This design comes from an exercise in tuning for small area on the open sky130 flow, not from production work.
Only simulation tests tie the RTL to the original design; equivalence was not proved.
Power figures rest on the tool's default switching activity, not on a simulated workload.

`flow/design.v`:
```
`timescale 1ns / 1ps
module uart_hold_mux #(
	parameter W = 1
)
(
	input wire [W-1:0]q,
	input wire [W-1:0]d,
	input wire s,
	input wire sn,
	output wire [W-1:0]y
);
assign y = (q & {W{sn}}) | (d & {W{s}});
endmodule
module uart_aoi222
(
	input wire a1, a2, b1, b2, c1, c2,
	output wire y
);
assign y = ~((a1 & a2) | (b1 & b2) | (c1 & c2));
endmodule
module uart_rd_mux #(
	parameter W = 1
)
(
	input wire [16*W-1:0]mem,
	input wire [15:0]sel,
	output wire [W-1:0]y
);
genvar b, g;
generate for (b = 0; b < W; b = b + 1) begin : g_bit
	wire [4:0]o;
	for (g = 0; g < 5; g = g + 1) begin : g_grp
		uart_aoi222 u_aoi (
			.a1(mem[(3*g)*W + b]), .a2(sel[3*g]),
			.b1(mem[(3*g+1)*W + b]), .b2(sel[3*g+1]),
			.c1(mem[(3*g+2)*W + b]), .c2(sel[3*g+2]),
			.y(o[g])
		);
	end
	assign y[b] = ~(&o & ~(mem[15*W + b] & sel[15]));
end endgenerate
endmodule
`timescale 1ns / 1ps
module axis_uart_v1_0 #(
	parameter integer BAUD_PRESCALER = 10,
	parameter integer PARITY = 0,
	parameter integer BYTE_SIZE = 8,
	parameter integer STOP_BITS = 0,
	parameter integer FIFO_DEPTH = 16,
	parameter integer FLOW_CONTROL = 1,
	parameter integer DYNAMIC_CONFIG = 1
)
(
	input wire aclk,
	input wire aresetn,
	input wire [23:0]s_axis_config_tdata,
	input wire s_axis_config_tvalid,
	output wire s_axis_config_tready,
	input wire [15:0]s_axis_tdata,
	input wire s_axis_tvalid,
	output wire s_axis_tready,
	output wire [15:0]m_axis_tdata,
	output wire m_axis_tuser,
	output wire m_axis_tvalid,
	input wire m_axis_tready,
	output wire tx,
	input wire rx,
	output wire rts,
	input wire cts
);
genvar gi;
localparam S_IDLE  = 3'd0;
localparam S_START = 3'd1;
localparam S_BYTE  = 3'd2;
localparam S_PAR   = 3'd3;
localparam S_STOP  = 3'd4;
localparam S_END   = 3'd5;
localparam S_END2  = 3'd6;	 
reg [15:0]prescaler;
reg [2:0]parity;
reg [3:0]byte_size;
reg stop_bits;
localparam [23:0] CFG_INV = (STOP_BITS << 23) | (BYTE_SIZE << 19) | (PARITY << 16) | BAUD_PRESCALER;
reg [23:0]cfg_q;
wire [23:0]cfg_nx;
reg [2:0]tx_state;
reg [2:0]rx_state;
wire tx_idle = (tx_state == S_IDLE);
wire rx_idle = (rx_state == S_IDLE);
assign s_axis_config_tready = tx_idle & rx_idle;
wire cfg_load = s_axis_config_tvalid & tx_idle & rx_idle;
uart_hold_mux #(.W(24)) cfg_hold (
	.q(cfg_q), .d(s_axis_config_tdata ^ CFG_INV),
	.s(cfg_load & aresetn), .sn(~cfg_load & aresetn), .y(cfg_nx)
);
always @(posedge aclk) begin
	cfg_q <= cfg_nx;
end
always @(*) begin
	{stop_bits, byte_size, parity, prescaler} = cfg_q ^ CFG_INV;
end
wire par_none = (parity == 3'd0);
wire par_calc = (parity == 3'd1) | (parity == 3'd2);	 
wire par_init1 = (parity == 3'd2) | (parity == 3'd3);	 
wire par_init0 = (parity == 3'd1) | (parity == 3'd4);	 
reg [16*15-1:0]tf_mem;
reg [4:0]tf_cnt;
reg tx_m_ready;
wire tf_valid = |tf_cnt;
wire tf_wr = s_axis_tvalid & ~tf_cnt[4];
wire tf_rd = tf_valid & tx_m_ready;
wire [15:0]tf_sel;
wire [14:0]tf_dout;
generate for (gi = 0; gi < 16; gi = gi + 1) begin : g_tfsel
	assign tf_sel[gi] = (tf_cnt == gi + 1);
end endgenerate
uart_rd_mux #(.W(15)) tf_rdmux (.mem(tf_mem), .sel(tf_sel), .y(tf_dout));
assign s_axis_tready = ~tf_cnt[4];
wire [16*15-1:0]tf_mem_nx;
uart_hold_mux #(.W(16*15)) tf_hold (
	.q(tf_mem), .d({tf_mem[15*15-1:0], s_axis_tdata[14:0]}),
	.s(tf_wr), .sn(~tf_wr), .y(tf_mem_nx)
);
always @(posedge aclk) begin
	tf_mem <= tf_mem_nx;
end
wire [5:0]tf_up, tf_dn;
wire [4:0]tf_t;
assign tf_up[0] = tf_wr & ~tf_rd;
assign tf_dn[0] = tf_rd & ~tf_wr;
generate for (gi = 0; gi < 5; gi = gi + 1) begin : g_tfcnt
	assign tf_up[gi+1] = tf_up[gi] & tf_cnt[gi];
	assign tf_dn[gi+1] = tf_dn[gi] & ~tf_cnt[gi];
	assign tf_t[gi] = tf_up[gi] | tf_dn[gi];
end endgenerate
always @(posedge aclk) begin
	if (!aresetn)
		tf_cnt <= 5'd0;
	else
		tf_cnt <= tf_cnt ^ tf_t;
end
reg [15:0]tx_pcnt;
wire [16:0]tx_c;
assign tx_c[0] = 1'b1;
generate for (gi = 0; gi < 16; gi = gi + 1) begin : g_txinc
	assign tx_c[gi+1] = tx_c[gi] & tx_pcnt[gi];
end endgenerate
wire [15:0]tx_pcnt_inc = tx_pcnt ^ tx_c[15:0];
wire tx_stb = (tx_pcnt_inc == prescaler);
wire tx_pre_en = ~tx_idle & ~((tx_state == S_END) & tx_m_ready);
always @(posedge aclk) begin
	if (!aresetn | ~tx_pre_en | tx_stb)
		tx_pcnt <= 16'd0;
	else
		tx_pcnt <= tx_pcnt_inc;
end
reg [14:0]tx_data;
reg [3:0]tx_cnt;
reg tx_par;
reg txd_out;
wire [3:0]tx_cnt_inc = tx_cnt + 4'd1;
wire tx_bit = tx_data[tx_cnt];
assign tx = txd_out;
always @(posedge aclk) begin
	if (!aresetn) begin
		tx_m_ready <= 1'b0;
		tx_cnt <= 4'd0;
		tx_state <= S_IDLE;
	end else begin
		case (tx_state)
		S_IDLE: begin
			if (!tx_m_ready) begin
				if (!cts)
					tx_m_ready <= 1'b1;
			end else if (tf_valid) begin
				tx_m_ready <= 1'b0;
				tx_state <= S_START;
			end
		end
		S_START: begin
			if (tx_stb)
				tx_state <= S_BYTE;
		end
		S_BYTE: begin
			if (tx_stb) begin
				if (tx_cnt_inc == byte_size) begin
					tx_cnt <= 4'd0;
					tx_state <= par_none ? S_STOP : S_PAR;
				end else begin
					tx_cnt <= tx_cnt_inc;
				end
			end
		end
		S_PAR: begin
			if (tx_stb)
				tx_state <= S_STOP;
		end
		S_STOP: begin
			if (tx_stb) begin
				if (!stop_bits) begin
					tx_state <= S_END;
				end else if (tx_cnt[0]) begin
					tx_cnt <= 4'd0;
					tx_state <= S_END;
				end else begin
					tx_cnt <= 4'd1;
				end
			end
		end
		default: begin	 
			if (!tx_m_ready) begin
				tx_m_ready <= 1'b1;
			end else begin
				tx_m_ready <= 1'b0;
				tx_state <= tf_valid ? S_START : S_IDLE;
			end
		end
		endcase
	end
end
wire [14:0]tx_data_nx;
uart_hold_mux #(.W(15)) tx_data_hold (
	.q(tx_data), .d(tf_dout), .s(tf_rd), .sn(~tf_rd), .y(tx_data_nx)
);
always @(posedge aclk) begin
	tx_data <= tx_data_nx;
end
always @(posedge aclk) begin
	if (!aresetn) begin
		txd_out <= 1'b0;
	end else begin
		case (tx_state)
		S_START: txd_out <= 1'b0;
		S_BYTE:  txd_out <= tx_bit;
		S_PAR:   txd_out <= tx_par;
		default: txd_out <= 1'b1;
		endcase
	end
end
always @(posedge aclk) begin
	if (tx_state == S_BYTE) begin
		if (tx_stb & par_calc)
			tx_par <= tx_par ^ tx_bit;
	end else if (tx_state != S_PAR) begin
		if (par_init1)
			tx_par <= 1'b1;
		else if (par_init0)
			tx_par <= 1'b0;
	end
end
reg rxd_in;
reg rxd_d;
reg rtsn_out;
wire rx_fall = ~rxd_in & rxd_d;
reg [16*16-1:0]rf_mem;
reg [4:0]rf_cnt;
wire rf_valid = |rf_cnt;
wire rf_wr = (rx_state == S_END2) & ~rf_cnt[4];
wire rf_rd = rf_valid & m_axis_tready;
wire [15:0]rf_sel;
wire [15:0]rf_dout;
generate for (gi = 0; gi < 16; gi = gi + 1) begin : g_rfsel
	assign rf_sel[gi] = (rf_cnt == gi + 1);
end endgenerate
uart_rd_mux #(.W(16)) rf_rdmux (.mem(rf_mem), .sel(rf_sel), .y(rf_dout));
assign m_axis_tvalid = rf_valid;
assign m_axis_tdata = {1'b0, rf_dout[14:0]};
assign m_axis_tuser = rf_dout[15];
assign rts = rtsn_out;
reg [14:0]rx_data;
reg rx_par;
reg rx_par_rcv;
wire [16*16-1:0]rf_mem_nx;
uart_hold_mux #(.W(16*16)) rf_hold (
	.q(rf_mem), .d({rf_mem[15*16-1:0], rx_par ^ rx_par_rcv, rx_data}),
	.s(rf_wr), .sn(~rf_wr), .y(rf_mem_nx)
);
always @(posedge aclk) begin
	rf_mem <= rf_mem_nx;
end
wire [5:0]rf_up, rf_dn;
wire [4:0]rf_t;
assign rf_up[0] = rf_wr & ~rf_rd;
assign rf_dn[0] = rf_rd & ~rf_wr;
generate for (gi = 0; gi < 5; gi = gi + 1) begin : g_rfcnt
	assign rf_up[gi+1] = rf_up[gi] & rf_cnt[gi];
	assign rf_dn[gi+1] = rf_dn[gi] & ~rf_cnt[gi];
	assign rf_t[gi] = rf_up[gi] | rf_dn[gi];
end endgenerate
always @(posedge aclk) begin
	if (!aresetn)
		rf_cnt <= 5'd0;
	else
		rf_cnt <= rf_cnt ^ rf_t;
end
always @(posedge aclk) begin
	if (!aresetn) begin
		rxd_in <= 1'b0;
		rtsn_out <= 1'b1;
	end else begin
		rxd_in <= rx;
		rtsn_out <= (rf_cnt >= 5'd15);
	end
	rxd_d <= rxd_in;
end
reg rx_pre_en;
reg [15:0]rx_pcnt;
wire rx_step2 = (rx_state == S_STOP);
wire [16:0]rx_c;
assign rx_c[0] = 1'b1;
assign rx_c[1] = rx_step2 | rx_pcnt[0];
generate for (gi = 1; gi < 16; gi = gi + 1) begin : g_rxinc
	assign rx_c[gi+1] = rx_c[gi] & rx_pcnt[gi];
end endgenerate
wire [15:0]rx_pcnt_inc = {rx_pcnt[15:1] ^ rx_c[15:1], rx_pcnt[0] ^ ~rx_step2};
wire rx_half = (rx_pcnt_inc[15:1] == prescaler[15:1]);
wire rx_stb = rx_half & (rx_pcnt_inc[0] == prescaler[0]);
always @(posedge aclk) begin
	if (!aresetn | ~rx_pre_en | rx_stb)
		rx_pcnt <= 16'd0;
	else
		rx_pcnt <= rx_pcnt_inc;
end
reg [15:0]bit_cnt;
wire [16:0]bc_c;
assign bc_c[0] = rxd_in;
generate for (gi = 0; gi < 16; gi = gi + 1) begin : g_bcinc
	assign bc_c[gi+1] = bc_c[gi] & bit_cnt[gi];
end endgenerate
wire [16:0]bc_g;
wire [15:0]bc_thr = {1'b0, prescaler[15:1]};
assign bc_g[0] = 1'b1;
generate for (gi = 0; gi < 16; gi = gi + 1) begin : g_bcge
	assign bc_g[gi+1] = (bit_cnt[gi] & ~bc_thr[gi]) | (bit_cnt[gi] & bc_g[gi]) | (~bc_thr[gi] & bc_g[gi]);
end endgenerate
wire bit_rec = bc_g[16];
always @(posedge aclk) begin
	if (!aresetn | rx_idle | rx_stb)
		bit_cnt <= 16'd0;
	else
		bit_cnt <= bit_cnt ^ bc_c[15:0];
end
reg [3:0]rx_cnt;
wire [3:0]rx_cnt_inc = rx_cnt + 4'd1;
always @(posedge aclk) begin
	if (!aresetn) begin
		rx_pre_en <= 1'b0;
		rx_par_rcv <= 1'b0;
		rx_state <= S_IDLE;
	end else begin
		case (rx_state)
		S_IDLE: begin
			rx_pre_en <= rx_fall;
			if (rx_fall)
				rx_state <= S_START;
		end
		S_START: begin
			if (rx_stb)
				rx_state <= bit_rec ? S_IDLE : S_BYTE;
		end
		S_BYTE: begin
			if (rx_stb & (rx_cnt_inc == byte_size))
				rx_state <= par_none ? S_STOP : S_PAR;
		end
		S_PAR: begin
			if (rx_stb) begin
				rx_par_rcv <= bit_rec;
				rx_state <= S_STOP;
			end
		end
		S_STOP: begin
			if (rx_half)
				rx_state <= S_END;
		end
		S_END: begin
			rx_pre_en <= 1'b0;
			rx_state <= S_END2;
		end
		default: begin	 
			rx_pre_en <= 1'b0;
			rx_state <= S_IDLE;
		end
		endcase
	end
end
always @(posedge aclk) begin
	if (rx_state == S_START) begin
		rx_cnt <= 4'd0;
	end else if ((rx_state == S_BYTE) & rx_stb) begin
		rx_cnt <= rx_cnt_inc;
	end
end
integer i;
always @(posedge aclk) begin
	if ((rx_state == S_START) & rx_stb) begin
		rx_data <= 15'd0;
	end else if ((rx_state == S_BYTE) & rx_stb) begin
		for (i = 0; i < 15; i = i + 1)
			if (rx_cnt == i)
				rx_data[i] <= bit_rec;
	end
end
always @(posedge aclk) begin
	if (!aresetn) begin
		rx_par <= 1'b0;
	end else begin
		case (rx_state)
		S_BYTE: begin
			if (rx_stb & par_calc)
				rx_par <= rx_par ^ bit_rec;
		end
		S_PAR, S_STOP, S_END, S_END2: ;
		default: begin
			if (par_init1)
				rx_par <= 1'b1;
			else if (par_init0)
				rx_par <= 1'b0;
		end
		endcase
	end
end
endmodule
```
`flow/flow/run.sh`:
```
#!/bin/bash
# Standard ORFS layout (the standard.sh) with two changes: port buffers use
# the smallest buffer, and clock tree synthesis uses no dummy loads and small
# clusters of small clock buffers.
set -euo pipefail
export BUFFER_PORTS_ARGS="-buffer_cell sky130_fd_sc_hd__buf_1"
export CTS_ARGS="-sink_clustering_enable -repair_clock_nets -dont_use_dummy_load -buf_list sky130_fd_sc_hd__clkbuf_4 -sink_clustering_size 10 -sink_clustering_max_diameter 45"
bash standard.sh > standard_flow.log 2>&1
```
`flow/standard.sh`:
```
#!/bin/bash
# synth_recipe.tcl (not shown) runs the flow's synth.tcl, then flattens the netlist and writes it again
# the make line also repeats each setting of config.mk as NAME=value (left out here)
make -C /OpenROAD-flow-scripts/flow DESIGN_CONFIG=/design/flow/config.mk WORK_HOME=/design/flow/orfs CLKGATE_MAP_FILE= SYNTH_SCRIPT=/design/flow/synth_recipe.tcl "${@:-finish}"
```
`flow/config.mk`:
```
export PLATFORM = sky130hd
export DESIGN_NAME = axis_uart_v1_0
export DESIGN_NICKNAME = axis_uart_v1_0
export VERILOG_FILES = /design/flow/design.v
export SDC_FILE = /design/flow/constraint.sdc
export NUM_CORES = 4
export LEC_CHECK = 0
export CAP_MARGIN = 20
export CORE_MARGIN = 2
export CORE_UTILIZATION = 65
export PLACE_DENSITY = 0.7
export SLEW_MARGIN = 20
export SYNTH_HIERARCHICAL = 1
```
`flow/constraint.sdc`:
```
create_clock -name core_clock -period 8.0 [get_ports {aclk}]
set_input_delay 1.6000 -clock core_clock [delete_from_list [all_inputs] [get_ports {aclk}]]
set_output_delay 1.6000 -clock core_clock [all_outputs]
set_load 0.01 [all_outputs]
```
==> results of run 1 <==
[state kept, by name, indices dropped and copies added (netlist names), 3 cells and up]
name and count:
tx_cnt 4, tf_cnt 5, bit_cnt 16, tx_state 3, rx_pcnt 16, rx_cnt 4, rx_state 3, tx_pcnt 16
rx_data 15, tx_data 15, cfg_q 24, rf_cnt 5, rf_mem 256, tf_mem 240
[synthesized netlist by cell type, types with 4 or more instances]
master and count:
xor2_1 28, buf_6 70, nor4_1 4, nand2_1 51
a22o_2 9, o21a_1 9, xnor2_1 30, and2_1 57
nand2_2 5, nor2b_1 17, mux2i_1 23, buf_2 22
or3_1 12, nor3_1 18, and3_1 41, ha_1 53
nor2_1 63, o21ai_0 18, buf_4 30, dfxtp_1 630
o22ai_1 4, clkbuf_1 22, nand3_1 31, mux4_2 4
inv_1 31, nand2b_1 10, a21boi_0 6, nand4_1 38
a22o_1 526, a222oi_1 156, a21oi_1 7
[stage by stage]
step / util / hold slack (ns)
finish: 0.6754 / 0.4175
CTS: 0.6753 / 0.4231
global route: 0.6754 / 0.4573
floorplan: - / 0.3555
global placement: 0.6601 / 0.4548
detailed placement: 0.6601 / 0.4487
[modules after synthesis, one instance, submodules excluded, excerpt]
module,area (sq um),flip-flops and latches,times used,cells inside
uart_aoi222,10.01,0,155,1
axis_uart_v1_0,16440,631,1,1173
[routing by layer]
metal	vias to the layer above	wire, microns
met1	8715	24380
met4	0	2382
met2	540	26920
li1	8284	-
met3	109	3500
met5	-	0
[logic make-up (layout without fill, tap and decap cells)]
kind of cell / count (synthesis) / count (layout)
and+or+nand+nor: 361 / 361
other: 1 / 2
DFF: 631 / 631
adders and majority gates: 55 / 55
AOI/OAI and AO/OA: 763 / 763
muxes: 28 / 28
xor gates and xnor gates: 60 / 60
buffers and inverters: 176 / 197
[final cells by class]
type / count / share of cell area
Antenna cell: 1 / 0.0001010
Clock buffer: 74 / 0.02241
Inverter: 31 / 0.005099
Multi-Input combinational cell: 1268 / 0.4203
Sequential cell: 631 / 0.5101
Tap cell: 468 / 0.02363
Timing Repair Buffer: 92 / 0.01838
[path summary, 6_finish.rpt]
check / to / slack [ns] / depth (start not counted) / start
setup / recovery: rx_data[2] / 2.18 / 24 / rx_state[1]
hold / removal: rf_mem[239] / 0.42 / 1 / rf_mem[223]
setup reg to reg: rx_data[2] / 2.18 / 24 / rx_state[1]
hold reg to reg: rf_mem[239] / 0.42 / 1 / rf_mem[223]
[worst reg2reg max path: stages, from the launching register on]
cell      delay, ns
dfxtp_1        0.53
nor2_1         0.21
nand2_1        0.12
ha_1           0.14
inv_1          0.04
ha_1           0.17
ha_1           0.18
ha_1           0.18
ha_1           0.18
ha_1           0.18
ha_1           0.18
ha_1           0.18
ha_1           0.18
ha_1           0.18
ha_1           0.18
ha_1           0.18
ha_1           0.18
ha_1           0.19
ha_1           0.30
xor2_1         0.16
nor4_1         0.25
nand3b_1       0.22
or3_1          0.47
nor2b_1        0.78
nor2_1         0.12
[power groups by stage]
stage	Clock [uW]	Sequential, uW	Combinational [uW]
6_report	1390	4300	1430
5_1_grt	1550	4380	1560
4_1_cts	1430	4290	1430
3_5_place_dp	0	4360	1420
3_3_place_gp	0	4330	1380
2_1_floorplan	0	4150	1200
==> impl_metrics.py, run 1 <==
metrics = {
    "timing": {
        "relSlewSlack": 0.2212,
        "fin_crit_sh": 0.7271,
        "final_max_slew_viol_count": 0,
        "rsz0062_at_grt": "no",
        "fin_crit_ns": 5.817,
        "clock_skew_ns": 0.08804,
        "finalSetupViolations": 0,
        "tightestPinTransition_ns": 1.168,
        "tns_ns": 0,
        "fmax_mhz": 171.9,
        "hold_viol_final": 0,
        "fin_ws_ns": 2.183,
    },
    "status": {
        "status": "finished clean",
    },
    "worst_setup_path": {
        "worst-endpoint-required_ns": 8.60,
        "worstSetupStartpointType": "register",
        "worst-endpoint-arrival_ns": 6.42,
        "endpoint_kind": "register",
        "crit_type": "register to register",
        "cp_cell_sequence": "nor2_1 > nand2_1 > ha_1 > inv_1 > ha_1 > ha_1 > ha_1 > ha_1 > ha_1 > ha_1 > ha_1 > ha_1 > ha_1 > ha_1 > ha_1 > ha_1 > ha_1 > ha_1 > xor2_1 > nor4_1 > nand3b_1 > or3_1 > nor2b_1 > nor2_1",
        "crit_path_max_fanout": 15,
        "crit_path_frequent_cell": "ha_1",
        "critical-path-max-stage-delay_ns": 0.78,
        "critPathSlowestCell": "nor2b_1",
        "critical_path.top_delay_family": "adder cells",
        "critPathBufInv": 1,
    },
    "pwr": {
        "pwr-share-comb": 0.201,
        "power.total_uw": 7124,
        "irDropWorstVdd_mv": 0.2133,
        "p_leak_uw": 0.009811,
        "p_int_uw": 4870,
        "clkPwrFrac": 0.195,
        "powerDensity_nw_per_um2": 287.4,
        "power_frac_seq": 0.604,
        "netSwitchingPower_uw": 2254,
        "p_sw_frac": 0.3164,
    },
    "yosys": {
        "synth_adder_area_share": 0.02810,
        "synth-simple-area-share": 0.08084,
        "synthDistinctLibCells": 66,
        "ys_warn_count": 7,
        "synth_edf_count": 1,
        "synthTopCellsByArea": "dfxtp_1 52%, a22o_1 19%, a222oi_1 6.4%, buf_6 3.2%, ha_1 2.7%",
        "synth_top_cell_area_share": 0.5187,
        "syn_area_per_cell_sq_um": 11.72,
        "synth_mux_area_frac": 0.01364,
        "async_reset_ff_frac": 0,
        "syn_area_sq_um": 24310,
        "synthFlopType": "dfxtp_1",
        "synth_top_family_by_area": "compound AO/OA/AOI/OAI gates",
        "synth_fp_nets": 2175,
        "yosysSeqAreaShare": 0.5199,
        "synth_seq_cells": 631,
        "syn_inst": 2075,
        "synth-xor-area-share": 0.02274,
        "synth_compound_area_frac": 0.2794,
        "yosys.area.top_type": "dfxtp_1",
    },
    "floorplanning": {
        "die_y_microns": 197.4,
        "num_rows": 70,
        "die_area_sq_um": 38970,
        "coreArea_sq_um": 36700,
        "start_util": 0.6626,
        "fp.dieW_microns": 197.4,
        "io_pins": 69,
    },
    "cts": {
        "ctsHoldBuffers": 0,
        "clock_latency_ns": 0.81,
        "cts_htree_levels": 3,
        "post_cts_buffers": 0,
        "clkTransAtPathRegs_ns": 0.11,
        "numCtsBuffers": 74,
        "clockBufferDepth": 3,
        "post_cts_resized": 0,
        "cts.sinks": 631,
        "tritoncts": "built",
        "cts_root_buf": "clkbuf_4",
    },
    "route": {
        "wl_microns": 57180,
        "drtAntennaViolNets": 0,
        "vias": 17648,
        "firstDrtPassIters": 9,
        "wl_per_cell_microns": 22.29,
        "drcViolationCount": 0,
        "drt-vias-per-instance": 6.880,
        "drt_iter0_markers": 1998,
    },
    "global_route": {
        "grt.total_usage": 0.2910,
        "grtUsageMet1": 0.3809,
        "busiest_layer": "met2",
        "overflow": 0,
        "grt_pass1_vias": 16510,
        "antenna_found_initial": 1,
        "use_met2": 0.4735,
        "grt_start_max_net_pins": 259,
        "met3_usage": 0.05037,
        "grt_pass1_wl_microns": 89850,
    },
    "placement": {
        "hpwlAfterDp_microns": 34110,
        "portBuffers": 66,
        "postPlaceCellArea_sq_um": 24230,
        "dp_slack_ns": 2.168,
        "place_inst": 2490,
        "place_congestion": 0.8209,
    },
    "finish": {
        "seq_area_sq_um": 12640,
        "multiInputGateArea_sq_um": 10420,
        "final_area_sq_um": 24790,
        "num-fill-cells": 2938,
        "drive_above_1_share": 0.07204,
        "final_common_cell": "dfxtp_1",
        "nNetsFinal": 2198,
        "area_growth_pct": 1.935,
        "fin_cells": 2565,
        "layout_common_cells": "630 x dfxtp_1, 526 x a22o_1, 156 x a222oi_1",
    },
    "run": {
        "cap_violations": 0,
    },
    "min_path": {
        "hold_path.class": "register to register",
    },
}
==> run 2, diff against run 1 <==
--- a/flow/config.mk
+++ b/flow/config.mk
@@ -8,6 +8,6 @@
 export CAP_MARGIN = 20
 export CORE_MARGIN = 2
-export CORE_UTILIZATION = 65
-export PLACE_DENSITY = 0.7
+export CORE_UTILIZATION = 70
+export PLACE_DENSITY = 0.75
 export SLEW_MARGIN = 20
 export SYNTH_HIERARCHICAL = 1
==> run 2 against run 1 <==
Net effect:
- core utilization increased by 4.6 points
- total power decreased by 0.53%
- sequential power about the same
- highest routed layer unchanged
==> impl_metrics.py, run 2 <==
metrics = {
    "finish": {
        "drive_above_1_share": 0.07187,
        "fin_cells": 2559,
        "area_growth_pct": 1.992,
        "nNetsFinal": 2203,
        "final_common_cell": "dfxtp_1",
        "final_util": 0.7215,
        "largestRegisters": "rf_mem x256, tf_mem x240, cfg_q x24",
        "layout_common_cells": "630 x dfxtp_1, 526 x a22o_1, 156 x a222oi_1",
        "largest_reg_flops": 256,
        "final_area_sq_um": 24800,
        "top_register": "rf_mem",
    },
    "timing": {
        "tns_ns": 0,
        "clock_skew_ns": 0.07596,
        "fin_crit_ns": 5.928,
        "tightestPinTransition_ns": 1.208,
        "relSlewSlack": 0.1935,
        "final_max_slew_viol_count": 0,
        "fmax_mhz": 168.7,
        "finalSetupViolations": 0,
        "rsz0062_at_grt": "no",
        "hold_viol_final": 0,
        "fin_crit_sh": 0.7410,
    },
    "worst_setup_path": {
        "crit_path_frequent_cell": "ha_1",
        "crit_type": "register to register",
        "reg2reg_to": "rx_data[13]",
        "crit_path_max_fanout": 15,
        "cp_cell_sequence": "nor2_1 > nand2_1 > ha_1 > inv_1 > ha_1 > ha_1 > ha_1 > ha_1 > ha_1 > ha_1 > ha_1 > ha_1 > ha_1 > ha_1 > ha_1 > ha_1 > ha_1 > ha_1 > xor2_1 > nor4_1 > nand3b_1 > or3_1 > nor2b_1 > nor2_1",
        "critical_path.top_delay_family": "adder cells",
        "reg2reg_depth": 24,
        "cp-startpoint": "rx_state[1]",
        "cp-endpoint": "rx_data[13]",
        "critPathBufInv": 1,
        "worstSetupStartpointType": "register",
        "critical-path-max-stage-delay_ns": 0.83,
        "reg2reg_setup_slack_ns": 2.07,
        "endpoint_kind": "register",
        "critPathSlowestCell": "nor2b_1",
        "worst-endpoint-required_ns": 8.62,
        "cp.depth": 24,
        "worst-endpoint-arrival_ns": 6.55,
        "reg2reg_from": "rx_state[1]",
    },
    "min_path": {
        "min_from": "rxd_in",
        "hold_path.class": "register to register",
    },
    "yosys": {
        "synthTopCellsByArea": "dfxtp_1 52%, a22o_1 19%, a222oi_1 6.4%, buf_6 3.2%, ha_1 2.7%",
        "syn_inst": 2075,
        "synth_seq_cells": 631,
        "synth_fp_nets": 2175,
        "synth_top_cell_area_share": 0.5187,
        "syn_area_sq_um": 24310,
        "synth_most_common_cell": "dfxtp_1",
        "yosysSeqAreaShare": 0.5199,
        "async_reset_ff_frac": 0,
        "ys_warn_count": 7,
        "synthDistinctLibCells": 66,
        "yosys.area.top_type": "dfxtp_1",
        "syn_area_per_cell_sq_um": 11.72,
        "yosys-top-cells-count": "630 x dfxtp_1, 526 x a22o_1, 156 x a222oi_1, 70 x buf_6, 63 x nor2_1",
        "synthFlopType": "dfxtp_1",
        "synth_edf_count": 1,
    },
    "pwr": {
        "p_leak_uw": 0.009846,
        "powerDensity_nw_per_um2": 285.7,
        "irDropWorstVdd_mv": 0.1966,
        "power.total_uw": 7086,
    },
    "floorplanning": {
        "io_pins": 69,
        "start_util": 0.7074,
        "coreArea_sq_um": 34370,
        "fp.dieW_microns": 190.4,
        "die_area_sq_um": 36240,
        "num_rows": 68,
        "die_y_microns": 190.4,
    },
    "route": {
        "drt-vias-per-instance": 6.923,
        "drcViolationCount": 0,
        "wl_per_cell_microns": 21.59,
        "firstDrtPassIters": 10,
        "drtAntennaViolNets": 0,
        "drt_iter0_markers": 2110,
        "vias": 17715,
        "wl_microns": 55250,
    },
    "placement": {
        "portBuffers": 66,
        "postPlaceCellArea_sq_um": 24220,
        "hpwlAfterDp_microns": 34030,
        "place_inst": 2481,
        "place_congestion": 0.8476,
    },
    "global_route": {
        "grt_start_max_net_pins": 152,
        "overflow": 0,
        "grt.total_usage": 0.3006,
        "grt_pass1_vias": 16584,
        "antenna_found_initial": 2,
        "grt_pass1_wl_microns": 87890,
    },
    "cts": {
        "numCtsBuffers": 74,
        "cts_htree_levels": 3,
        "cts.sinks": 631,
        "tritoncts": "built",
        "post_cts_buffers": 0,
        "ctsHoldBuffers": 0,
        "post_cts_resized": 0,
        "clkTransAtPathRegs_ns": 0.11,
        "clockBufferDepth": 3,
        "cts_root_buf": "clkbuf_4",
        "clock_latency_ns": 0.80,
    },
    "run": {
        "cap_violations": 0,
    },
    "status": {
        "status": "finished clean",
    },
}
==> run 2: changes by cell type in the layout (fill, tap and decap cells not counted), moves of 2 or more <==
cell	change
nor2_2	-9
diode_2	+2
nor2_1	+8
nor3_2	+3
buf_4	+5
nor3_1	-2
==> run 2: how the worst min path moves through the flow <==
stage               depth (start not counted)    end  slack [ns]
floorplan                                   0  rxd_d        0.36
global placement                            0  rxd_d        0.43
detailed placement                          0  rxd_d        0.43
CTS                                         0  rxd_d        0.45
global route                                0  rxd_d        0.45
finish                                      0  rxd_d        0.45
==> run 2: kinds of logic (layout without fill, tap and decap cells) <==
| family | Yosys count | count (layout) | share of synthesized area |
|---|---|---|---|
| AOI/OAI and AO/OA | 763 | 763 | 0.2794 |
| and+or+nand+nor | 361 | 361 | 0.08084 |
| buffers and inverters | 176 | 202 | 0.05522 |
| xor gates and xnor gates | 60 | 60 | 0.02274 |
| DFF | 631 | 631 | 0.5199 |
| adders and majority gates | 55 | 55 | 0.02810 |
| other | 1 | 4 | 0.0001542 |
| muxes | 28 | 28 | 0.01364 |
==> run 2: area by class of cell <==
class / count / area, sq um
flip-flops and latches: 631 / 12640
well taps: 455 / 569.3
clock buffers: 74 / 555.5
fillers: 2575 / 9574
diodes: 3 / 7.507
inverters: 31 / 126.4
repair buffers: 97 / 484.2
multi-input cells: 1268 / 10410
==> run 2: metrics by stage <==
step	hold WS, ns	setup slack, ns
after floorplan	0.3555	2.863
after global placement	0.4318	2.276
after detailed placement	0.4333	2.062
after CTS	0.4506	2.073
after global routing	0.4542	1.689
final	0.4469	2.072
==> run 2: metal layers <==
layer,vias up,track usage,wire [microns],part of all wire
met4,0,0.1193,1802,0.033
met1,8670,0.3958,23720,0.43
met5,-,0,0,0
met3,129,0.04821,3434,0.062
met2,610,0.4966,26300,0.48
li1,8306,-,-,-
==> run 2: where the power goes <==
| group | internal [uW] | switching (uW) | total, uW | leakage [uW] |
|---|---|---|---|---|
| Combinational | 700 | 709 | 1410 | 0.00436 |
| Sequential | 3750 | 539 | 4280 | 0.00514 |
| Clock | 427 | 966 | 1390 | 0.000340 |
==> run 2: worst reg2reg max path, delay by kind of cell (launching register included) <==
kind	cells	cell delay (ns)
buffers and inverters	1	0.04
AND/OR/NAND/NOR	7	2.27
adder cells (fa/ha/maj)	15	2.80
XOR/XNOR	1	0.16
flip-flops	1	0.53
==> run 2: Yosys stat by module, one instance, submodules excluded, a selection <==
module / copies in the design / cell area [sq um] / flip-flops and latches
axis_uart_v1_0: 1 / 16440 / 631
uart_aoi222: 155 / 10.01 / 0
==> run 3, diff against run 2 <==
--- a/flow/design.v
+++ b/flow/design.v
@@ -100,4 +100,6 @@
 	{stop_bits, byte_size, parity, prescaler} = cfg_q ^ CFG_INV;
 end
+wire [23:0]cfg_nx_val = cfg_nx ^ CFG_INV;
+wire [15:0]prescaler_nx = cfg_nx_val[15:0];
 wire par_none = (parity == 3'd0);
 wire par_calc = (parity == 3'd1) | (parity == 3'd2);	 
@@ -141,17 +143,19 @@
 end
 reg [15:0]tx_pcnt;
-wire [16:0]tx_c;
-assign tx_c[0] = 1'b1;
-generate for (gi = 0; gi < 16; gi = gi + 1) begin : g_txinc
-	assign tx_c[gi+1] = tx_c[gi] & tx_pcnt[gi];
+wire [16:0]tx_b;
+assign tx_b[0] = 1'b1;
+generate for (gi = 0; gi < 16; gi = gi + 1) begin : g_txdec
+	assign tx_b[gi+1] = tx_b[gi] & ~tx_pcnt[gi];
 end endgenerate
-wire [15:0]tx_pcnt_inc = tx_pcnt ^ tx_c[15:0];
-wire tx_stb = (tx_pcnt_inc == prescaler);
+wire [15:0]tx_pcnt_dec = tx_pcnt ^ tx_b[15:0];
+wire tx_stb = tx_pcnt[0] & ~|tx_pcnt[15:1];
 wire tx_pre_en = ~tx_idle & ~((tx_state == S_END) & tx_m_ready);
+wire tx_pload = ~tx_pre_en | tx_stb;
+wire [15:0]tx_pcnt_nx;
+uart_hold_mux #(.W(16)) tx_pcnt_sel (
+	.q(tx_pcnt_dec), .d(prescaler_nx), .s(tx_pload), .sn(~tx_pload), .y(tx_pcnt_nx)
+);
 always @(posedge aclk) begin
-	if (!aresetn | ~tx_pre_en | tx_stb)
-		tx_pcnt <= 16'd0;
-	else
-		tx_pcnt <= tx_pcnt_inc;
+	tx_pcnt <= tx_pcnt_nx;
 end
 reg [14:0]tx_data;
@@ -322,22 +326,19 @@
 		rx_pcnt <= rx_pcnt_inc;
 end
-reg [15:0]bit_cnt;
-wire [16:0]bc_c;
-assign bc_c[0] = rxd_in;
-generate for (gi = 0; gi < 16; gi = gi + 1) begin : g_bcinc
-	assign bc_c[gi+1] = bc_c[gi] & bit_cnt[gi];
-end endgenerate
-wire [16:0]bc_g;
-wire [15:0]bc_thr = {1'b0, prescaler[15:1]};
-assign bc_g[0] = 1'b1;
-generate for (gi = 0; gi < 16; gi = gi + 1) begin : g_bcge
-	assign bc_g[gi+1] = (bit_cnt[gi] & ~bc_thr[gi]) | (bit_cnt[gi] & bc_g[gi]) | (~bc_thr[gi] & bc_g[gi]);
-end endgenerate
-wire bit_rec = bc_g[16];
+reg [14:0]bit_rem;
+wire bit_nz = |bit_rem;
+wire bit_rec = ~bit_nz;
+wire [15:0]br_b;
+assign br_b[0] = rxd_in & bit_nz;
+generate for (gi = 0; gi < 15; gi = gi + 1) begin : g_brdec
+	assign br_b[gi+1] = br_b[gi] & ~bit_rem[gi];
+end endgenerate
+wire br_load = rx_idle | rx_stb;
+wire [14:0]bit_rem_nx;
+uart_hold_mux #(.W(15)) bit_rem_sel (
+	.q(bit_rem ^ br_b[14:0]), .d(prescaler_nx[15:1]), .s(br_load), .sn(~br_load), .y(bit_rem_nx)
+);
 always @(posedge aclk) begin
-	if (!aresetn | rx_idle | rx_stb)
-		bit_cnt <= 16'd0;
-	else
-		bit_cnt <= bit_cnt ^ bc_c[15:0];
+	bit_rem <= bit_rem_nx;
 end
 reg [3:0]rx_cnt;
--- a/flow/config.mk
+++ b/flow/config.mk
@@ -8,6 +8,6 @@
 export CAP_MARGIN = 20
 export CORE_MARGIN = 2
-export CORE_UTILIZATION = 70
-export PLACE_DENSITY = 0.75
+export CORE_UTILIZATION = 75
+export PLACE_DENSITY = 0.8
 export SLEW_MARGIN = 20
 export SYNTH_HIERARCHICAL = 1
==> run 3 against run 2 <==
Net effect:
- still clean
- synthesized cell count rose by 1.6%
- clock power barely moved
- clock skew rose by 0.0043 ns
- count of clock-buffer cells in the layout rose by 1
- critical path depth rose by 1
- worst hold slack got worse by 0.076 ns
==> impl_metrics.py, run 3 <==
metrics = {
    "yosys": {
        "synthTopCellsByArea": "dfxtp_1 52%, a22o_1 20%, a222oi_1 6.4%, buf_6 3.5%, ha_1 2.7%",
        "syn_area_per_cell_sq_um": 11.53,
        "yosysSeqAreaShare": 0.5193,
        "synth_most_common_cell": "dfxtp_1",
        "syn_area_sq_um": 24310,
        "async_reset_ff_frac": 0,
        "syn_inst": 2109,
        "synthFlopType": "dfxtp_1",
        "synth_edf_count": 1,
        "synth_seq_cells": 630,
        "synth_fp_nets": 2208,
        "synthDistinctLibCells": 67,
        "yosys.area.top_type": "dfxtp_1",
        "synth_top_cell_area_share": 0.5180,
        "yosys-top-cells-count": "629 x dfxtp_1, 546 x a22o_1, 155 x a222oi_1, 81 x inv_1, 75 x buf_6",
        "ys_warn_count": 7,
    },
    "status": {
        "status": "finished clean",
    },
    "timing": {
        "fin_crit_ns": 6.174,
        "final_max_slew_viol_count": 0,
        "finalSetupViolations": 0,
        "tns_ns": 0,
        "tightestPinTransition_ns": 1.253,
        "relSlewSlack": 0.1635,
        "fin_crit_sh": 0.7718,
        "fmax_mhz": 162.0,
        "hold_viol_final": 0,
        "rsz0062_at_grt": "no",
        "clock_skew_ns": 0.08029,
    },
    "floorplanning": {
        "io_pins": 69,
        "num_rows": 65,
        "start_util": 0.7664,
        "coreArea_sq_um": 31720,
        "die_y_microns": 184.0,
        "fp.dieW_microns": 184.0,
        "die_area_sq_um": 33870,
    },
    "worst_setup_path": {
        "endpoint_kind": "register",
        "crit_path_frequent_cell": "ha_1",
        "worst-endpoint-arrival_ns": 6.75,
        "worst-endpoint-required_ns": 8.57,
        "crit_type": "register to register",
        "critical-path-max-stage-delay_ns": 0.56,
        "critPathSlowestCell": "dfxtp_1",
        "worstSetupStartpointType": "register",
        "crit_path_max_fanout": 20,
        "critical_path.top_delay_family": "adder cells",
        "critPathBufInv": 2,
    },
    "route": {
        "drtAntennaViolNets": 0,
        "drt_iter0_markers": 2328,
        "firstDrtPassIters": 9,
        "wl_microns": 56740,
        "drcViolationCount": 0,
        "vias": 17991,
        "wl_per_cell_microns": 22.47,
        "drt-vias-per-instance": 7.125,
    },
    "finish": {
        "multiInputGateArea_sq_um": 10220,
        "seq_area_sq_um": 12620,
        "largestRegisters": "rf_mem x256, tf_mem x240, cfg_q x24",
        "layout_common_cells": "629 x dfxtp_1, 546 x a22o_1, 155 x a222oi_1",
        "area_growth_pct": 1.647,
        "num-fill-cells": 2145,
        "top_register": "rf_mem",
        "largest_reg_flops": 256,
        "final_common_cell": "dfxtp_1",
        "drive_above_1_share": 0.08011,
        "fin_cells": 2525,
        "nNetsFinal": 2223,
    },
    "pwr": {
        "irDropWorstVdd_mv": 0.2506,
        "netSwitchingPower_uw": 2381,
        "p_int_uw": 4998,
        "power_frac_seq": 0.594,
        "power.total_uw": 7379,
        "clkPwrFrac": 0.187,
        "p_leak_uw": 0.009751,
        "pwr-share-comb": 0.219,
        "powerDensity_nw_per_um2": 298.7,
        "p_sw_frac": 0.3227,
    },
    "cts": {
        "clock_latency_ns": 0.74,
        "clockBufferDepth": 3,
        "tritoncts": "built",
        "cts_root_buf": "clkbuf_4",
        "ctsHoldBuffers": 0,
        "cts.sinks": 630,
        "post_cts_buffers": 0,
        "numCtsBuffers": 75,
        "clkTransAtPathRegs_ns": 0.10,
        "post_cts_resized": 0,
        "cts_htree_levels": 3,
    },
    "placement": {
        "place_congestion": 0.8342,
        "place_inst": 2449,
        "portBuffers": 66,
        "hpwlAfterDp_microns": 33920,
    },
    "global_route": {
        "grt_pass1_wl_microns": 89020,
        "grt_start_max_net_pins": 240,
        "grt_pass1_vias": 16888,
        "use_met2": 0.5532,
        "grtUsageMet1": 0.4248,
        "met3_usage": 0.04418,
        "antenna_found_initial": 1,
        "overflow": 0,
        "busiest_layer": "met2",
        "grt.total_usage": 0.3293,
    },
    "min_path": {
        "hold_path.class": "register to register",
    },
    "run": {
        "cap_violations": 0,
    },
}
[run 3: changes by cell type in the layout (fill, tap and decap cells not counted), moves of 7 or more]
| cell | change |
|---|---|
| inv_1 | +50 |
| and2_1 | -40 |
| nand2_1 | +21 |
| a22o_1 | +20 |
| nor3_1 | +20 |
| nand3_1 | -14 |
| xnor2_1 | -13 |
| a22o_2 | +11 |
| nor2b_1 | -10 |
| a21oi_1 | +8 |
| o21a_1 | -7 |
[run 3: logic make-up (layout without fill, tap and decap cells)]
logic type,count (synthesis),after routing,synth area share
and+or+nand+nor,341,341,0.07412
AOI/OAI and AO/OA,775,775,0.2828
muxes,27,27,0.01318
DFF,630,630,0.5193
adders and majority gates,53,53,0.02718
other,1,2,0.0001543
buffers and inverters,236,249,0.06671
xor gates and xnor gates,46,46,0.01657
[run 3: final cells by class]
| type | instances | share of cell area |
|---|---|---|
| inverters | 81 | 0.01271 |
| repair buffers | 93 | 0.01934 |
| flip-flops and latches | 630 | 0.5109 |
| well taps | 402 | 0.02036 |
| clock buffers | 75 | 0.02279 |
| multi-input cells | 1243 | 0.4138 |
| diodes | 1 | 0.0001013 |
[run 3: path summary, 6_finish.rpt]
path | start | end | slack (ns) | depth (start not counted)
hold / removal | rxd_in | rxd_d | 0.37 | 0
setup / recovery | rx_state[1] | bit_rem[1] | 1.83 | 25
hold reg to reg | rxd_in | rxd_d | 0.37 | 0
setup reg to reg | rx_state[1] | bit_rem[1] | 1.83 | 25
[run 3: power groups by stage]
stage	sequential, uW	clock [uW]	combinational, uW
2_1_floorplan	4220	0	1390
3_3_place_gp	4400	0	1530
3_5_place_dp	4430	0	1590
4_1_cts	4360	1400	1600
5_1_grt	4460	1520	1770
6_report	4380	1380	1620
[run 3: through the flow]
step | hold WS (ns) | utilization | setup slack, ns | instance area (sq um)
2_1_floorplan | 0.3444 | - | 2.948 | 24310
3_3_place_gp | 0.3631 | 0.7599 | 2.035 | 24100
3_5_place_dp | 0.3634 | 0.7609 | 1.882 | 24140
4_1_cts | 0.3779 | 0.7787 | 1.815 | 24700
5_1_grt | 0.3922 | 0.7790 | 1.358 | 24710
6_report | 0.3711 | 0.7790 | 1.826 | 24710
[run 3: layer usage]
layer,vias up,wire length [microns],part of all wire
met5,-,0,0
met4,0,2195,0.039
met3,143,3635,0.064
met2,706,27130,0.48
met1,8819,23780,0.42
li1,8323,-,-
[run 3: modules after synthesis, one instance, submodules excluded, a selection]
module | times used | area (sq um)
uart_aoi222 | 155 | 10.01
axis_uart_v1_0 | 1 | 16070
[run 3: worst reg2reg max path: cells and delay by family, from the launching register on]
family	cells	cell delay, ns
adder cells (fa/ha/maj)	15	2.80
AND/OR/NAND/NOR	6	1.85
flip-flops	1	0.56
buffers and inverters	2	0.36
AO/OA/AOI/OAI	1	0.31
XOR/XNOR	1	0.18
==> run 4, diff against run 3 <==
--- a/flow/config.mk
+++ b/flow/config.mk
@@ -8,6 +8,6 @@
 export CAP_MARGIN = 20
 export CORE_MARGIN = 2
-export CORE_UTILIZATION = 75
-export PLACE_DENSITY = 0.8
+export CORE_UTILIZATION = 70
+export PLACE_DENSITY = 0.75
 export SLEW_MARGIN = 20
 export SYNTH_HIERARCHICAL = 1
==> run 4 against run 3 <==
Net effect:
- combinational power hardly changed
- fmax is 1.3% higher
- cell count is 1.8% higher
- global-route usage is 1.7 points lower
- non-clock buffer count is 8 lower
- largest cell class unchanged
- highest routed layer unchanged
==> impl_metrics.py, run 4 <==
metrics = {
    "route": {
        "drtAntennaViolNets": 0,
        "wl_per_cell_microns": 22.39,
        "wl_microns": 57540,
        "drt_iter0_markers": 2133,
        "drt-vias-per-instance": 6.965,
        "vias": 17899,
        "firstDrtPassIters": 7,
        "drcViolationCount": 0,
    },
    "yosys": {
        "synth_fp_nets": 2208,
        "synth-simple-area-share": 0.07412,
        "syn_area_sq_um": 24310,
        "synth_top_cell_area_share": 0.5180,
        "synth_most_common_cell": "dfxtp_1",
        "synthFlopType": "dfxtp_1",
        "synth-xor-area-share": 0.01657,
        "yosysSeqAreaShare": 0.5193,
        "synth_compound_area_frac": 0.2828,
        "yosys-top-cells-count": "629 x dfxtp_1, 546 x a22o_1, 155 x a222oi_1, 81 x inv_1, 75 x buf_6",
        "synthDistinctLibCells": 67,
        "syn_inst": 2109,
        "syn_area_per_cell_sq_um": 11.53,
        "ys_warn_count": 7,
        "synthTopCellsByArea": "dfxtp_1 52%, a22o_1 20%, a222oi_1 6.4%, buf_6 3.5%, ha_1 2.7%",
        "synth_top_family_by_area": "compound AO/OA/AOI/OAI gates",
        "synth_edf_count": 1,
        "synth_seq_cells": 630,
        "async_reset_ff_frac": 0,
        "synth_mux_area_frac": 0.01318,
        "synth_adder_area_share": 0.02718,
        "yosys.area.top_type": "dfxtp_1",
    },
    "cts": {
        "clock_latency_ns": 0.78,
        "clkTransAtPathRegs_ns": 0.11,
        "cts_root_buf": "clkbuf_4",
        "clockBufferDepth": 3,
        "ctsHoldBuffers": 0,
        "cts_htree_levels": 3,
        "tritoncts": "built",
        "cts.sinks": 630,
        "post_cts_buffers": 0,
        "post_cts_resized": 0,
        "numCtsBuffers": 74,
    },
    "worst_setup_path": {
        "reg2reg_depth": 25,
        "worstSetupStartpointType": "register",
        "worst-endpoint-arrival_ns": 6.73,
        "reg2reg_from": "rx_state[0]",
        "reg2reg_setup_slack_ns": 1.90,
        "crit_path_max_fanout": 20,
        "endpoint_kind": "register",
        "cp-startpoint": "rx_state[0]",
        "cp-endpoint": "bit_rem[0]",
        "worst-endpoint-required_ns": 8.64,
        "reg2reg_to": "bit_rem[0]",
        "crit_type": "register to register",
    },
    "pwr": {
        "pwr-share-comb": 0.219,
        "p_sw_frac": 0.3241,
        "irDropWorstVdd_mv": 0.2633,
        "p_int_uw": 4987,
        "netSwitchingPower_uw": 2391,
        "power_frac_seq": 0.593,
        "powerDensity_nw_per_um2": 298.7,
        "clkPwrFrac": 0.188,
        "p_leak_uw": 0.009694,
    },
    "min_path": {
        "whs_path_depth": 0,
        "hold_path.class": "register to register",
    },
    "timing": {
        "tightestPinTransition_ns": 1.236,
        "fin_crit_sh": 0.7621,
        "hold_viol_final": 0,
        "clock_skew_ns": 0.06013,
        "relSlewSlack": 0.1752,
        "tns_ns": 0,
        "fmax_mhz": 164.0,
        "finalSetupViolations": 0,
        "rsz0062_at_grt": "no",
        "final_max_slew_viol_count": 0,
        "fin_worst_hold_slack_ns": 0.3349,
        "fin_crit_ns": 6.097,
        "fin_ws_ns": 1.903,
    },
    "finish": {
        "layout_common_cells": "629 x dfxtp_1, 546 x a22o_1, 155 x a222oi_1",
        "nNetsFinal": 2214,
        "largestRegisters": "rf_mem x256, tf_mem x240, cfg_q x24",
        "final_common_cell": "dfxtp_1",
        "drive_above_1_share": 0.07809,
        "final_util": 0.7186,
        "largest_reg_flops": 256,
        "area_growth_pct": 1.621,
        "top_register": "rf_mem",
    },
    "placement": {
        "dp_slack_ns": 1.949,
        "place_congestion": 0.7882,
        "hpwlAfterDp_microns": 33870,
        "portBuffers": 66,
    },
    "floorplanning": {
        "start_util": 0.7072,
        "die_y_microns": 190.3,
        "die_area_sq_um": 36230,
        "io_pins": 69,
        "num_rows": 68,
        "coreArea_sq_um": 34370,
        "fp.dieW_microns": 190.3,
    },
    "global_route": {
        "grt_pass1_wl_microns": 90490,
        "grt_start_max_net_pins": 139,
        "antenna_found_initial": 2,
        "grt.total_usage": 0.3125,
        "overflow": 0,
        "grt_pass1_vias": 16924,
    },
    "run": {
        "cap_violations": 0,
    },
    "status": {
        "status": "finished clean",
    },
}
-- run 4: through the flow --
stage,instance area [sq um],cells,power (uW)
CTS,24690,2568,7386
finish,24700,2570,7378
floorplan,24310,2109,5612
global route,24700,2570,7764
detailed placement,24130,2494,6021
global placement,24130,2494,5930
-- run 4: metal layers --
metal / track usage / vias to the layer above / part of all wire
li1: - / 8326 / -
met1: 0.4182 / 8816 / 0.42
met2: 0.5007 / 616 / 0.47
met3: 0.04969 / 141 / 0.065
met4: 0.1407 / 0 / 0.039
met5: 0 / - / 0
-- run 4: Yosys stat by module, one instance, submodules excluded, excerpt --
| module | area, sq um | cells inside |
|---|---|---|
| uart_aoi222 | 10.01 | 1 |
| axis_uart_v1_0 | 16070 | 1170 |
-- run 4: cell families after synthesis --
family | Yosys count
AO/OA/AOI/OAI | 775
XOR/XNOR | 46
adder cells (fa/ha/maj) | 53
buffers and inverters | 236
flip-flops | 630
multiplexers | 27
other | 1
AND/OR/NAND/NOR | 341
-- run 4: cell type report --
type | count | area [sq um]
diodes | 2 | 5.005
flip-flops and latches | 630 | 12620
well taps | 455 | 569.3
multi-input cells | 1243 | 10240
clock buffers | 74 | 555.5
inverters | 81 | 314.1
fillers | 2636 | 9672
repair buffers | 85 | 390.4
-- run 4: power groups by stage --
| stage | registers (uW) | clock network (uW) | logic (uW) |
|---|---|---|---|
| CTS | 4360 | 1430 | 1600 |
| global route | 4450 | 1540 | 1770 |
| finish | 4370 | 1390 | 1620 |
| global placement | 4390 | 0 | 1530 |
| floorplan | 4220 | 0 | 1390 |
| detailed placement | 4430 | 0 | 1590 |
-- run 4: worst min path at each step --
stage,from,end,slack [ns]
after floorplan,rxd_in,rxd_d,0.34
after CTS,rxd_in,rxd_d,0.34
final,rxd_in,rxd_d,0.33
after detailed placement,rxd_in,rxd_d,0.37
after global placement,rxd_in,rxd_d,0.37
after global routing,rxd_in,rxd_d,0.34
-- run 4: critical path, cell delays in order, from the launching register on --
cell     delay (ns)
dfxtp_1        0.55
nor2_1         0.14
nand2_1        0.11
ha_1           0.15
inv_1          0.04
ha_1           0.17
ha_1           0.18
ha_1           0.18
ha_1           0.18
ha_1           0.19
ha_1           0.18
ha_1           0.18
ha_1           0.18
ha_1           0.18
ha_1           0.19
ha_1           0.18
ha_1           0.18
ha_1           0.22
ha_1           0.30
xor2_1         0.17
nor4_2         0.26
nand3_2        0.40
nor3_4         0.50
or2_2          0.37
inv_1          0.29
a22o_2         0.30
==> run 5, diff against run 4 <==
--- a/flow/design.v
+++ b/flow/design.v
@@ -70,11 +70,20 @@
 );
 genvar gi;
-localparam S_IDLE  = 3'd0;
-localparam S_START = 3'd1;
-localparam S_BYTE  = 3'd2;
-localparam S_PAR   = 3'd3;
-localparam S_STOP  = 3'd4;
-localparam S_END   = 3'd5;
-localparam S_END2  = 3'd6;	 
+localparam T_IDLE0 = 3'd0;
+localparam T_IDLE1 = 3'd4;
+localparam T_START = 3'd2;
+localparam T_BYTE  = 3'd3;
+localparam T_PAR   = 3'd6;
+localparam T_STOP  = 3'd7;
+localparam T_END0  = 3'd1;
+localparam T_END1  = 3'd5;
+localparam R_IDLE0 = 3'd0;
+localparam R_IDLE1 = 3'd1;
+localparam R_START = 3'd2;
+localparam R_BYTE  = 3'd3;
+localparam R_PAR   = 3'd4;
+localparam R_STOP  = 3'd5;
+localparam R_END   = 3'd6;
+localparam R_END2  = 3'd7;
 reg [15:0]prescaler;
 reg [2:0]parity;
@@ -86,6 +95,6 @@
 reg [2:0]tx_state;
 reg [2:0]rx_state;
-wire tx_idle = (tx_state == S_IDLE);
-wire rx_idle = (rx_state == S_IDLE);
+wire tx_idle = (tx_state == T_IDLE0) | (tx_state == T_IDLE1);
+wire rx_idle = (rx_state == R_IDLE0) | (rx_state == R_IDLE1);
 assign s_axis_config_tready = tx_idle & rx_idle;
 wire cfg_load = s_axis_config_tvalid & tx_idle & rx_idle;
@@ -108,5 +117,5 @@
 reg [16*15-1:0]tf_mem;
 reg [4:0]tf_cnt;
-reg tx_m_ready;
+wire tx_m_ready = (tx_state == T_IDLE1) | (tx_state == T_END1);
 wire tf_valid = |tf_cnt;
 wire tf_wr = s_axis_tvalid & ~tf_cnt[4];
@@ -150,5 +159,5 @@
 wire [15:0]tx_pcnt_dec = tx_pcnt ^ tx_b[15:0];
 wire tx_stb = tx_pcnt[0] & ~|tx_pcnt[15:1];
-wire tx_pre_en = ~tx_idle & ~((tx_state == S_END) & tx_m_ready);
+wire tx_pre_en = ~tx_idle & (tx_state != T_END1);
 wire tx_pload = ~tx_pre_en | tx_stb;
 wire [15:0]tx_pcnt_nx;
@@ -168,27 +177,25 @@
 always @(posedge aclk) begin
 	if (!aresetn) begin
-		tx_m_ready <= 1'b0;
 		tx_cnt <= 4'd0;
-		tx_state <= S_IDLE;
+		tx_state <= T_IDLE0;
 	end else begin
 		case (tx_state)
-		S_IDLE: begin
-			if (!tx_m_ready) begin
-				if (!cts)
-					tx_m_ready <= 1'b1;
-			end else if (tf_valid) begin
-				tx_m_ready <= 1'b0;
-				tx_state <= S_START;
-			end
+		T_IDLE0: begin
+			if (!cts)
+				tx_state <= T_IDLE1;
+		end
+		T_IDLE1: begin
+			if (tf_valid)
+				tx_state <= T_START;
 		end
-		S_START: begin
+		T_START: begin
 			if (tx_stb)
-				tx_state <= S_BYTE;
+				tx_state <= T_BYTE;
 		end
-		S_BYTE: begin
+		T_BYTE: begin
 			if (tx_stb) begin
 				if (tx_cnt_inc == byte_size) begin
 					tx_cnt <= 4'd0;
-					tx_state <= par_none ? S_STOP : S_PAR;
+					tx_state <= par_none ? T_STOP : T_PAR;
 				end else begin
 					tx_cnt <= tx_cnt_inc;
@@ -196,15 +203,15 @@
 			end
 		end
-		S_PAR: begin
+		T_PAR: begin
 			if (tx_stb)
-				tx_state <= S_STOP;
+				tx_state <= T_STOP;
 		end
-		S_STOP: begin
+		T_STOP: begin
 			if (tx_stb) begin
 				if (!stop_bits) begin
-					tx_state <= S_END;
+					tx_state <= T_END0;
 				end else if (tx_cnt[0]) begin
 					tx_cnt <= 4'd0;
-					tx_state <= S_END;
+					tx_state <= T_END0;
 				end else begin
 					tx_cnt <= 4'd1;
@@ -212,11 +219,9 @@
 			end
 		end
+		T_END0: begin
+			tx_state <= T_END1;
+		end
 		default: begin	 
-			if (!tx_m_ready) begin
-				tx_m_ready <= 1'b1;
-			end else begin
-				tx_m_ready <= 1'b0;
-				tx_state <= tf_valid ? S_START : S_IDLE;
-			end
+			tx_state <= tf_valid ? T_START : T_IDLE0;
 		end
 		endcase
@@ -235,7 +240,7 @@
 	end else begin
 		case (tx_state)
-		S_START: txd_out <= 1'b0;
-		S_BYTE:  txd_out <= tx_bit;
-		S_PAR:   txd_out <= tx_par;
+		T_START: txd_out <= 1'b0;
+		T_BYTE:  txd_out <= tx_bit;
+		T_PAR:   txd_out <= tx_par;
 		default: txd_out <= 1'b1;
 		endcase
@@ -243,8 +248,8 @@
 end
 always @(posedge aclk) begin
-	if (tx_state == S_BYTE) begin
+	if (tx_state == T_BYTE) begin
 		if (tx_stb & par_calc)
 			tx_par <= tx_par ^ tx_bit;
-	end else if (tx_state != S_PAR) begin
+	end else if (tx_state != T_PAR) begin
 		if (par_init1)
 			tx_par <= 1'b1;
@@ -260,5 +265,5 @@
 reg [4:0]rf_cnt;
 wire rf_valid = |rf_cnt;
-wire rf_wr = (rx_state == S_END2) & ~rf_cnt[4];
+wire rf_wr = (rx_state == R_END2) & ~rf_cnt[4];
 wire rf_rd = rf_valid & m_axis_tready;
 wire [15:0]rf_sel;
@@ -308,7 +313,7 @@
 	rxd_d <= rxd_in;
 end
-reg rx_pre_en;
+wire rx_pre_en = (rx_state != R_IDLE0) & (rx_state != R_END2);
 reg [15:0]rx_pcnt;
-wire rx_step2 = (rx_state == S_STOP);
+wire rx_step2 = (rx_state == R_STOP);
 wire [16:0]rx_c;
 assign rx_c[0] = 1'b1;
@@ -346,39 +351,34 @@
 always @(posedge aclk) begin
 	if (!aresetn) begin
-		rx_pre_en <= 1'b0;
 		rx_par_rcv <= 1'b0;
-		rx_state <= S_IDLE;
+		rx_state <= R_IDLE0;
 	end else begin
 		case (rx_state)
-		S_IDLE: begin
-			rx_pre_en <= rx_fall;
-			if (rx_fall)
-				rx_state <= S_START;
+		R_IDLE0, R_IDLE1: begin
+			rx_state <= rx_fall ? R_START : R_IDLE0;
 		end
-		S_START: begin
+		R_START: begin
 			if (rx_stb)
-				rx_state <= bit_rec ? S_IDLE : S_BYTE;
+				rx_state <= bit_rec ? R_IDLE1 : R_BYTE;
 		end
-		S_BYTE: begin
+		R_BYTE: begin
 			if (rx_stb & (rx_cnt_inc == byte_size))
-				rx_state <= par_none ? S_STOP : S_PAR;
+				rx_state <= par_none ? R_STOP : R_PAR;
 		end
-		S_PAR: begin
+		R_PAR: begin
 			if (rx_stb) begin
 				rx_par_rcv <= bit_rec;
-				rx_state <= S_STOP;
+				rx_state <= R_STOP;
 			end
 		end
-		S_STOP: begin
+		R_STOP: begin
 			if (rx_half)
-				rx_state <= S_END;
+				rx_state <= R_END;
 		end
-		S_END: begin
-			rx_pre_en <= 1'b0;
-			rx_state <= S_END2;
+		R_END: begin
+			rx_state <= R_END2;
 		end
 		default: begin	 
-			rx_pre_en <= 1'b0;
-			rx_state <= S_IDLE;
+			rx_state <= R_IDLE0;
 		end
 		endcase
@@ -386,7 +386,7 @@
 end
 always @(posedge aclk) begin
-	if (rx_state == S_START) begin
+	if (rx_state == R_START) begin
 		rx_cnt <= 4'd0;
-	end else if ((rx_state == S_BYTE) & rx_stb) begin
+	end else if ((rx_state == R_BYTE) & rx_stb) begin
 		rx_cnt <= rx_cnt_inc;
 	end
@@ -394,7 +394,7 @@
 integer i;
 always @(posedge aclk) begin
-	if ((rx_state == S_START) & rx_stb) begin
+	if ((rx_state == R_START) & rx_stb) begin
 		rx_data <= 15'd0;
-	end else if ((rx_state == S_BYTE) & rx_stb) begin
+	end else if ((rx_state == R_BYTE) & rx_stb) begin
 		for (i = 0; i < 15; i = i + 1)
 			if (rx_cnt == i)
@@ -407,9 +407,9 @@
 	end else begin
 		case (rx_state)
-		S_BYTE: begin
+		R_BYTE: begin
 			if (rx_stb & par_calc)
 				rx_par <= rx_par ^ bit_rec;
 		end
-		S_PAR, S_STOP, S_END, S_END2: ;
+		R_PAR, R_STOP, R_END, R_END2: ;
 		default: begin
 			if (par_init1)
==> run 5 against run 4 <==
Net effect:
- clock skew shrank 0.0058 ns
- global-route usage rose by 0.055 points
- synthesized area down 0.30%
- worst hold slack improved by 0.11 ns
- critical endpoint is now rx_pcnt[13]
- largest cell class unchanged
- highest routed layer unchanged
==> impl_metrics.py, run 5 <==
metrics = {
    "status": {
        "status": "finished clean",
    },
    "timing": {
        "tightestPinTransition_ns": 1.208,
        "rsz0062_at_grt": "no",
        "tns_ns": 0,
        "fin_ws_ns": 2.044,
        "fmax_mhz": 167.9,
        "final_max_slew_viol_count": 0,
        "fin_crit_ns": 5.956,
        "relSlewSlack": 0.1944,
        "finalSetupViolations": 0,
        "hold_viol_final": 0,
        "fin_crit_sh": 0.7444,
        "clock_skew_ns": 0.05436,
    },
    "global_route": {
        "grt.total_usage": 0.3130,
        "grt_pass1_wl_microns": 90150,
        "antenna_found_initial": 1,
        "grt_start_max_net_pins": 241,
        "grt_pass1_vias": 16806,
        "overflow": 0,
    },
    "yosys": {
        "async_reset_ff_frac": 0,
        "synth_seq_cells": 628,
        "synthTopCellsByArea": "dfxtp_1 52%, a22o_1 20%, a222oi_1 6.4%, buf_6 3.5%, ha_1 2.7%",
        "yosys.area.top_type": "dfxtp_1",
        "ys_warn_count": 7,
        "syn_area_per_cell_sq_um": 11.57,
        "yosysSeqAreaShare": 0.5192,
        "synth_edf_count": 1,
        "synth_fp_nets": 2194,
        "syn_inst": 2095,
        "synth_top_cell_area_share": 0.5179,
        "synth_most_common_cell": "dfxtp_1",
        "yosys-top-cells-count": "627 x dfxtp_1, 546 x a22o_1, 155 x a222oi_1, 89 x inv_1, 75 x buf_6",
        "synthDistinctLibCells": 67,
        "syn_area_sq_um": 24230,
        "synthFlopType": "dfxtp_1",
    },
    "worst_setup_path": {
        "worst-endpoint-required_ns": 8.65,
        "worstSetupStartpointType": "register",
        "endpoint_kind": "register",
        "crit_type": "register to register",
        "worst-endpoint-arrival_ns": 6.61,
        "crit_path_max_fanout": 16,
    },
    "cts": {
        "post_cts_resized": 0,
        "numCtsBuffers": 74,
        "post_cts_buffers": 0,
        "ctsHoldBuffers": 0,
        "cts_htree_levels": 3,
        "clockBufferDepth": 3,
        "cts.sinks": 628,
        "clkTransAtPathRegs_ns": 0.10,
        "cts_root_buf": "clkbuf_4",
        "clock_latency_ns": 0.79,
        "tritoncts": "built",
    },
    "route": {
        "drcViolationCount": 0,
        "wl_met1_microns": 23940,
        "routed.top_layer": "met4",
        "wl_met2_microns": 27690,
        "firstDrtPassIters": 8,
        "drt_iter0_markers": 2227,
        "wl_microns": 57420,
        "drtAntennaViolNets": 0,
        "route.met3.wl_microns": 3896,
        "vias": 17837,
        "drt-vias-per-instance": 6.973,
        "wl_per_cell_microns": 22.45,
    },
    "floorplanning": {
        "fp.dieW_microns": 190.1,
        "start_util": 0.7068,
        "io_pins": 69,
        "die_y_microns": 190.1,
        "coreArea_sq_um": 34290,
        "num_rows": 68,
        "die_area_sq_um": 36120,
    },
    "placement": {
        "place_congestion": 0.8437,
        "portBuffers": 66,
        "dp_slack_ns": 2.149,
        "hpwlAfterDp_microns": 34590,
    },
    "pwr": {
        "irDropWorstVdd_mv": 0.3096,
        "p_leak_uw": 0.009716,
        "powerDensity_nw_per_um2": 301.2,
    },
    "finish": {
        "drive_above_1_share": 0.07802,
        "final_common_cell": "dfxtp_1",
        "nNetsFinal": 2203,
        "largestRegisters": "rf_mem x256, tf_mem x240, cfg_q x24",
        "area_growth_pct": 1.559,
        "layout_common_cells": "627 x dfxtp_1, 546 x a22o_1, 155 x a222oi_1",
        "top_register": "rf_mem",
        "largest_reg_flops": 256,
    },
    "min_path": {
        "hold_path.class": "register to register",
    },
    "run": {
        "cap_violations": 0,
    },
}
==> run 5: changes by cell type in the layout (fill, tap and decap cells not counted), moves of 7 or more <==
cell       delta
a2bb2oi_1     +9
a31oi_1       +7
and4_1        +9
inv_1         +8
mux2i_1      -15
nand2_1      -17
nor2_1       -11
nor3_1       -17
==> run 5: worst max-delay path, stage by stage, from the launching register on <==
cell and delay, ns:
dfxtp_1 0.60, inv_1 0.19, nand3_1 0.13, ha_1 0.16, inv_1 0.04, ha_1 0.17
ha_1 0.20, ha_1 0.20, ha_1 0.18, ha_1 0.19, ha_1 0.19, ha_1 0.18
ha_1 0.18, ha_1 0.18, ha_1 0.18, ha_1 0.18, ha_1 0.18, ha_1 0.18
ha_1 0.29, xor2_1 0.17, nor4_2 0.25, nand3b_1 0.16, nor2_1 0.72, nor2_1 0.44
and2_1 0.28
==> run 5: area by class of cell <==
class | count | area (sq um)
Fill cell | 2550 | 9676
Timing Repair Buffer | 89 | 449.2
Tap cell | 455 | 569.3
Sequential cell | 628 | 12580
Inverter | 89 | 344.1
Clock buffer | 74 | 555.5
Antenna cell | 1 | 2.502
Multi-Input combinational cell | 1222 | 10110
==> run 5: report_power, final <==
part	leakage [uW]	switching, uW	total (uW)	internal, uW
combinational	0.00425	908	1700	795
clock	0.000340	963	1390	428
sequential	0.00512	551	4320	3770
==> run 5: per-stage QoR <==
stage	utilization	cells	power, uW	hold WS (ns)	area [sq um]
floorplan	-	2095	5601	0.3443	24230
global placement	0.7008	2482	5955	0.4022	24030
detailed placement	0.7015	2483	6054	0.4053	24050
CTS	0.7177	2557	7411	0.4456	24610
global route	0.7178	2558	7813	0.4825	24610
finish	0.7178	2558	7412	0.4493	24610
==> run 5: final timing paths <==
check        slack [ns]     endpoint  depth (start not counted)        start
min reg2reg        0.45        rxd_d                          0       rxd_in
max reg2reg        2.04  rx_pcnt[13]                         24  rx_state[1]
max                2.04  rx_pcnt[13]                         24  rx_state[1]
min                0.45        rxd_d                          0       rxd_in
==> run 5: cell families (layout without fill, tap and decap cells) <==
logic type,Yosys count,count (layout),synth area share
xor+xnor,47,47,0.01755
mux,13,13,0.007486
compound gates,800,800,0.2908
other cells,1,2,0.0001547
buf+inv,245,252,0.06846
flops,628,628,0.5192
fa+ha+maj,52,52,0.02685
simple gates,309,309,0.06949
==> run 5: Yosys stat by module, one instance, submodules excluded, excerpt <==
module,times used,flip-flops and latches,area [sq um],cells inside
uart_aoi222,155,0,10.01,1
axis_uart_v1_0,1,628,16000,1156
==> run 5: per-layer routing <==
| metal | GRT usage | vias to the layer above |
|---|---|---|
| met2 | 0.5211 | 638 |
| met4 | 0.1410 | 0 |
| li1 | - | 8319 |
| met1 | 0.4012 | 8752 |
| met5 | 0 | - |
| met3 | 0.05184 | 128 |

[separate check: timing with driven ports]
The flow's constraints put no driver on any port. The routed layouts listed below were extracted and timed again, unchanged, in two steps.
Step 1 (the two cells are an assumption about what drives the block):
set clk [get_ports {aclk}]
set_driving_cell -lib_cell sky130_fd_sc_hd__clkbuf_16 $clk
set_driving_cell -lib_cell sky130_fd_sc_hd__buf_2 [delete_from_list [all_inputs] $clk]
Step 2 moves the port delays by t, midway between the first and last clock arrival at a register: inputs arrive t later, outputs are due t later. That takes back most of the time a late clock gives input paths.
Slacks: ideal / step 1 / step 2; pairs: ideal / step 1.
run | t, ns | setup WS [ns] | worst slew at a driven data input, ns
run 1 | 0.812 | 2.183 / 2.183 / 2.183 | 0.04
run 2 | 0.810 | 2.072 / 2.072 / 2.072 | 0.07
run 3 | 0.754 | 1.826 / 1.826 / 1.826 | 0.05
run 4 | 0.807 | 1.903 / 1.903 / 1.903 | 0.04
run 5 | 0.809 | 2.044 / 2.044 / 2.044 | 0.06
After both steps every run listed still meets setup and hold.
